What follows belongs to an exercise in optimizing a design on an open flow for small area and a short achievable clock period; a production flow would make more cautious choices.
Function was checked by simulation only, so behaviour that the tests miss may differ from the original.

Design FPU, start of the top module:
module FPU(clk, reset, A, B, sel, round_mode, start, error, over_flow, Y);
For scale: about 0.017 mm^2 of cells after synthesis.
clock: 37.0 ns
lec_check: 0
abc_area: 1
cap_margin: 20
core_margin: 2
core_utilization: 40
slew_margin: 20
standard.sh (not shown) runs the stock make flow with config.mk's settings and CLKGATE_MAP_FILE= SYNTH_SCRIPT=/design/flow/synth_recipe.tcl, a recipe that flattens the netlist after the stock synthesis.
==> flow/flow/run.sh <==
#!/bin/bash
# Layout flow:
#  1. the standard synthesis (standard.sh; ABC area script set in config.mk);
#  2. three rounds of: flow/polarity.py (full adders are self-dual, so each
#     one's polarity is chosen to need as few inverters as possible), then
#     flow/remap.sh (the combinational logic between the registers and full
#     adders (half adders included) is re-mapped by ABC for area (flow/abc_remap.script),
#     which now sees through the dissolved inverters); the smallest of the three netlists is kept.
#     Registers keep their names and cells throughout;
#  4. the standard ORFS floorplan, place, CTS, route and finish, with the timing
#     repair steps asked for a 28.5 ns setup margin at the design's 37 ns clock
#     (paths of about 8.5 ns) and ports buffered with buf_2 cells.
# The SDC and the clock period are unchanged. Each tool's output goes to its own
# log here (synth.log, polarity*.log, remap*.log, layout.log) and ORFS's per-step
# logs are under orfs/logs.
set -euo pipefail
RES=$PWD/orfs/results/sky130hd/FPU/base
bash standard.sh $RES/1_2_yosys.v > synth.log 2>&1
cp $RES/1_2_yosys.v $RES/1_2_yosys_std.v
python3 flow/polarity.py $RES/1_2_yosys_std.v net_p1.v > polarity1.log 2>&1
bash flow/remap.sh net_p1.v net_r1.v remap1
python3 flow/polarity.py net_r1.v net_p2.v > polarity2.log 2>&1
bash flow/remap.sh net_p2.v net_r2.v remap2
python3 flow/polarity.py net_r2.v net_p3.v > polarity3.log 2>&1
bash flow/remap.sh net_p3.v net_r3.v remap3
# keep the smallest of the three re-mapped netlists
best=$(for i in 1 2 3; do echo "$(grep 'Chip area' remap$i.log | tail -1 | awk '{print $NF}') net_r$i.v"; done | sort -g | head -1 | awk '{print $2}')
echo "using $best" > remap_choice.log
cp $best $RES/1_2_yosys.v
bash standard.sh SETUP_SLACK_MARGIN=28.5 "BUFFER_PORTS_ARGS=-buffer_cell sky130_fd_sc_hd__buf_2" TNS_END_PERCENT=100 finish > layout.log 2>&1
==> flow/flow/abc_remap.script <==
strash
dc2
dch -f
map -a
topo
==> flow/flow/remap.sh <==
#!/bin/bash
# remap.sh IN.v OUT.v LOGPREFIX: re-map the combinational logic of a mapped
# netlist with an area-only ABC script (flow/abc_remap.script), keeping every register and full
# adder cell (and its instance name) as it is.
set -euo pipefail
IN=$1; OUT=$2; LP=$3
YOSYS=/OpenROAD-flow-scripts/tools/install/yosys/bin/yosys
[ -x $YOSYS ] || YOSYS=yosys
LIB=$FLOW_HOME/platforms/sky130hd/lib/sky130_fd_sc_hd__tt_025C_1v80.lib
if [ ! -f comb_cells.v ]; then
  $YOSYS -q -p "read_liberty -ignore_miss_func $LIB; write_verilog -noattr cells_all.v" > ${LP}_cells.log 2>&1
  python3 flow/comb_cells.py cells_all.v comb_cells.v
fi
DONTUSE=$(grep -m1 "^abc -script" orfs/logs/sky130hd/FPU/base/1_2_yosys.log | grep -o "\-dont_use [^ ]*" | tr '\n' ' ')
cat > ${LP}.ys <<EOS
read_verilog comb_cells.v
read_liberty -lib -ignore_redef $LIB
read_verilog $IN
hierarchy -top $FLOW_TOP
flatten
proc
techmap
opt -fast
opt_clean -purge
abc -script $PWD/flow/abc_remap.script -liberty $LIB $DONTUSE
setundef -zero
splitnets
opt_clean -purge
hilomap -singleton -hicell sky130_fd_sc_hd__conb_1 HI -locell sky130_fd_sc_hd__conb_1 LO
opt_clean -purge
stat -liberty $LIB
write_verilog -noattr -noexpr -nohex -nodec $OUT
EOS
$YOSYS -s ${LP}.ys > ${LP}.log 2>&1
Other scripts of this flow, unchanged in this note and not shown: flow/flow/comb_cells.py, flow/flow/polarity.py
The starting point finished with timing, DRC and antenna clean.
Change:
--- a/flow/flow/run.sh
+++ b/flow/flow/run.sh
@@ -11,3 +11,4 @@
 #     repair steps asked for a 28.5 ns setup margin at the design's 37 ns clock
-#     (paths of about 8.5 ns) and ports buffered with buf_2 cells.
+#     (paths of about 8.5 ns) and ports buffered with buf_2 cells;
+#     the repair may resize cells to any footprint.
 # The SDC and the clock period are unchanged. Each tool's output goes to its own
@@ -29,2 +30,2 @@
 cp $best $RES/1_2_yosys.v
-bash standard.sh SETUP_SLACK_MARGIN=28.5 "BUFFER_PORTS_ARGS=-buffer_cell sky130_fd_sc_hd__buf_2" TNS_END_PERCENT=100 finish > layout.log 2>&1
+bash standard.sh SETUP_SLACK_MARGIN=28.5 "BUFFER_PORTS_ARGS=-buffer_cell sky130_fd_sc_hd__buf_2" TNS_END_PERCENT=100 MATCH_CELL_FOOTPRINT=0 finish > layout.log 2>&1
==> flow/flow/abc_remap.script (replaced) <==
strash
dc2
dch -f
map -a
topo
stime -c
buffer -c
upsize -c
dnsize -c
--- a/flow/flow/remap.sh
+++ b/flow/flow/remap.sh
@@ -2,3 +2,3 @@
 # remap.sh IN.v OUT.v LOGPREFIX: re-map the combinational logic of a mapped
-# netlist with an area-only ABC script (flow/abc_remap.script), keeping every register and full
+# netlist with an area-oriented ABC script (flow/abc_remap.script), keeping every register and full
 # adder cell (and its instance name) as it is.
Via count came out lower by 2.9%.
Clock skew came out lower by 0.0041 ns.
Change:
--- a/flow/flow/run.sh
+++ b/flow/flow/run.sh
@@ -10,5 +10,4 @@
 #  4. the standard ORFS floorplan, place, CTS, route and finish, with the timing
-#     repair steps asked for a 28.5 ns setup margin at the design's 37 ns clock
-#     (paths of about 8.5 ns) and ports buffered with buf_2 cells;
-#     the repair may resize cells to any footprint.
+#     repair steps asked for a 28.7 ns setup margin at the design's 37 ns clock
+#     (paths of about 8.3 ns) and ports buffered with buf_2 cells.
 # The SDC and the clock period are unchanged. Each tool's output goes to its own
@@ -30,2 +29,2 @@
 cp $best $RES/1_2_yosys.v
-bash standard.sh SETUP_SLACK_MARGIN=28.5 "BUFFER_PORTS_ARGS=-buffer_cell sky130_fd_sc_hd__buf_2" TNS_END_PERCENT=100 MATCH_CELL_FOOTPRINT=0 finish > layout.log 2>&1
+bash standard.sh SETUP_SLACK_MARGIN=28.7 "BUFFER_PORTS_ARGS=-buffer_cell sky130_fd_sc_hd__buf_2" TNS_END_PERCENT=100 finish > layout.log 2>&1
==> flow/flow/abc_remap.script (replaced) <==
strash
dc2
dch -f
map -a
topo
--- a/flow/flow/remap.sh
+++ b/flow/flow/remap.sh
@@ -2,3 +2,3 @@
 # remap.sh IN.v OUT.v LOGPREFIX: re-map the combinational logic of a mapped
-# netlist with an area-oriented ABC script (flow/abc_remap.script), keeping every register and full
+# netlist with an area-only ABC script (flow/abc_remap.script), keeping every register and full
 # adder cell (and its instance name) as it is.
- cell area rose by about 3.5%
- synthesized area fell by 2.7%
- wire length increases by 2.6%
- hold slack is worse by 0.012 ns
- clock skew rises by 0.012 ns
- sequential share of layout area drops by 0.53 points
- register-to-register slack gets worse by 0.11 ns
- die area fell by about 2.7%
- first-iteration DRC count drops by about 20%
Change:
==> flow/flow/run.sh (replaced) <==
#!/bin/bash
# Layout flow:
#  1. the standard synthesis (standard.sh; ABC area script set in config.mk);
#  2. five rounds of: flow/polarity.py (full adders are self-dual, so each
#     one's polarity is chosen to need as few inverters as possible), then
#     flow/remap.sh (the combinational logic between the registers and full
#     adders (half adders included) is re-mapped by ABC for area (flow/abc_remap.script),
#     which now sees through the dissolved inverters); the smallest of the five netlists is kept.
#     Registers keep their names and cells throughout;
#  4. the standard ORFS floorplan, place, CTS, route and finish, with the timing
#     repair steps asked for a 28.5 ns setup margin at the design's 37 ns clock
#     (paths of about 8.5 ns) and ports buffered with buf_2 cells;
#     the repair may resize cells to any footprint.
# The SDC and the clock period are unchanged. Each tool's output goes to its own
# log here (synth.log, polarity*.log, remap*.log, layout.log) and ORFS's per-step
# logs are under orfs/logs.
set -euo pipefail
RES=$PWD/orfs/results/sky130hd/FPU/base
bash standard.sh $RES/1_2_yosys.v > synth.log 2>&1
cp $RES/1_2_yosys.v $RES/1_2_yosys_std.v
python3 flow/polarity.py $RES/1_2_yosys_std.v net_p1.v > polarity1.log 2>&1
bash flow/remap.sh net_p1.v net_r1.v remap1
python3 flow/polarity.py net_r1.v net_p2.v > polarity2.log 2>&1
bash flow/remap.sh net_p2.v net_r2.v remap2
python3 flow/polarity.py net_r2.v net_p3.v > polarity3.log 2>&1
bash flow/remap.sh net_p3.v net_r3.v remap3
python3 flow/polarity.py net_r3.v net_p4.v > polarity4.log 2>&1
bash flow/remap.sh net_p4.v net_r4.v remap4
python3 flow/polarity.py net_r4.v net_p5.v > polarity5.log 2>&1
bash flow/remap.sh net_p5.v net_r5.v remap5
# keep the smallest of the five re-mapped netlists
best=$(for i in 1 2 3 4 5; do echo "$(grep 'Chip area' remap$i.log | tail -1 | awk '{print $NF}') net_r$i.v"; done | sort -g | head -1 | awk '{print $2}')
echo "using $best" > remap_choice.log
cp $best $RES/1_2_yosys.v
bash standard.sh SETUP_SLACK_MARGIN=28.5 "BUFFER_PORTS_ARGS=-buffer_cell sky130_fd_sc_hd__buf_2" TNS_END_PERCENT=100 MATCH_CELL_FOOTPRINT=0 finish > layout.log 2>&1
==> flow/flow/abc_remap.script (replaced) <==
strash
dc2
dch -f
map -a
topo
stime -c
buffer -c
upsize -c
dnsize -c
--- a/flow/flow/remap.sh
+++ b/flow/flow/remap.sh
@@ -2,3 +2,3 @@
 # remap.sh IN.v OUT.v LOGPREFIX: re-map the combinational logic of a mapped
-# netlist with an area-only ABC script (flow/abc_remap.script), keeping every register and full
+# netlist with an area-oriented ABC script (flow/abc_remap.script), keeping every register and full
 # adder cell (and its instance name) as it is.
=> Die area climbs by a few percent. Count of clock-buffer cells in the layout drops by 2. Global-route usage drops by 1.9 points. Wire length drops by a few percent. Synthesized cell count climbs by a few percent. Sequential cell count is unchanged. First-iteration DRC count climbs by a quarter to a third. Design area climbs slightly. Core utilization drops by 1.0 points.

## re-timing with driven ports
No port has a modelled driver above. Below, the same layouts with a new extraction and two added sets of constraints. Step 1 (the two cells are an assumption about what drives the block):
set clk [get_ports {clk}]
set_driving_cell -lib_cell sky130_fd_sc_hd__clkbuf_16 $clk
set_driving_cell -lib_cell sky130_fd_sc_hd__buf_2 [delete_from_list [all_inputs] $clk]
Step 2, shift: input delay + t, output delay - t, t = (earliest + latest rising clock arrival at the registers) / 2. This alone moves slack from input paths to output paths. Slacks: ideal ports / drivers / drivers and shift; pairs: ideal ports / drivers.
| run | t (ns) | slack for setup (ns) | hold slack, ns | worst data-port slew with drivers (ns) | pins driven straight from the clock port |
|---|---|---|---|---|---|
| the first run | 0.503 | 27.525 / 27.525 / 27.525 | 0.522 / 0.522 / 0.522 | 0.04 | 1 |
| the second run | 0.504 | 27.886 / 27.886 / 27.886 | 0.514 / 0.514 / 0.514 | 0.07 | 1 |
| the third run | 0.518 | 27.781 / 27.781 / 27.781 | 0.502 / 0.502 / 0.502 | 0.05 | 1 |
| the fourth run | 0.510 | 27.517 / 27.517 / 27.517 | 0.482 / 0.482 / 0.482 | 0.04 | 1 |
After both steps every run listed still meets setup and hold.
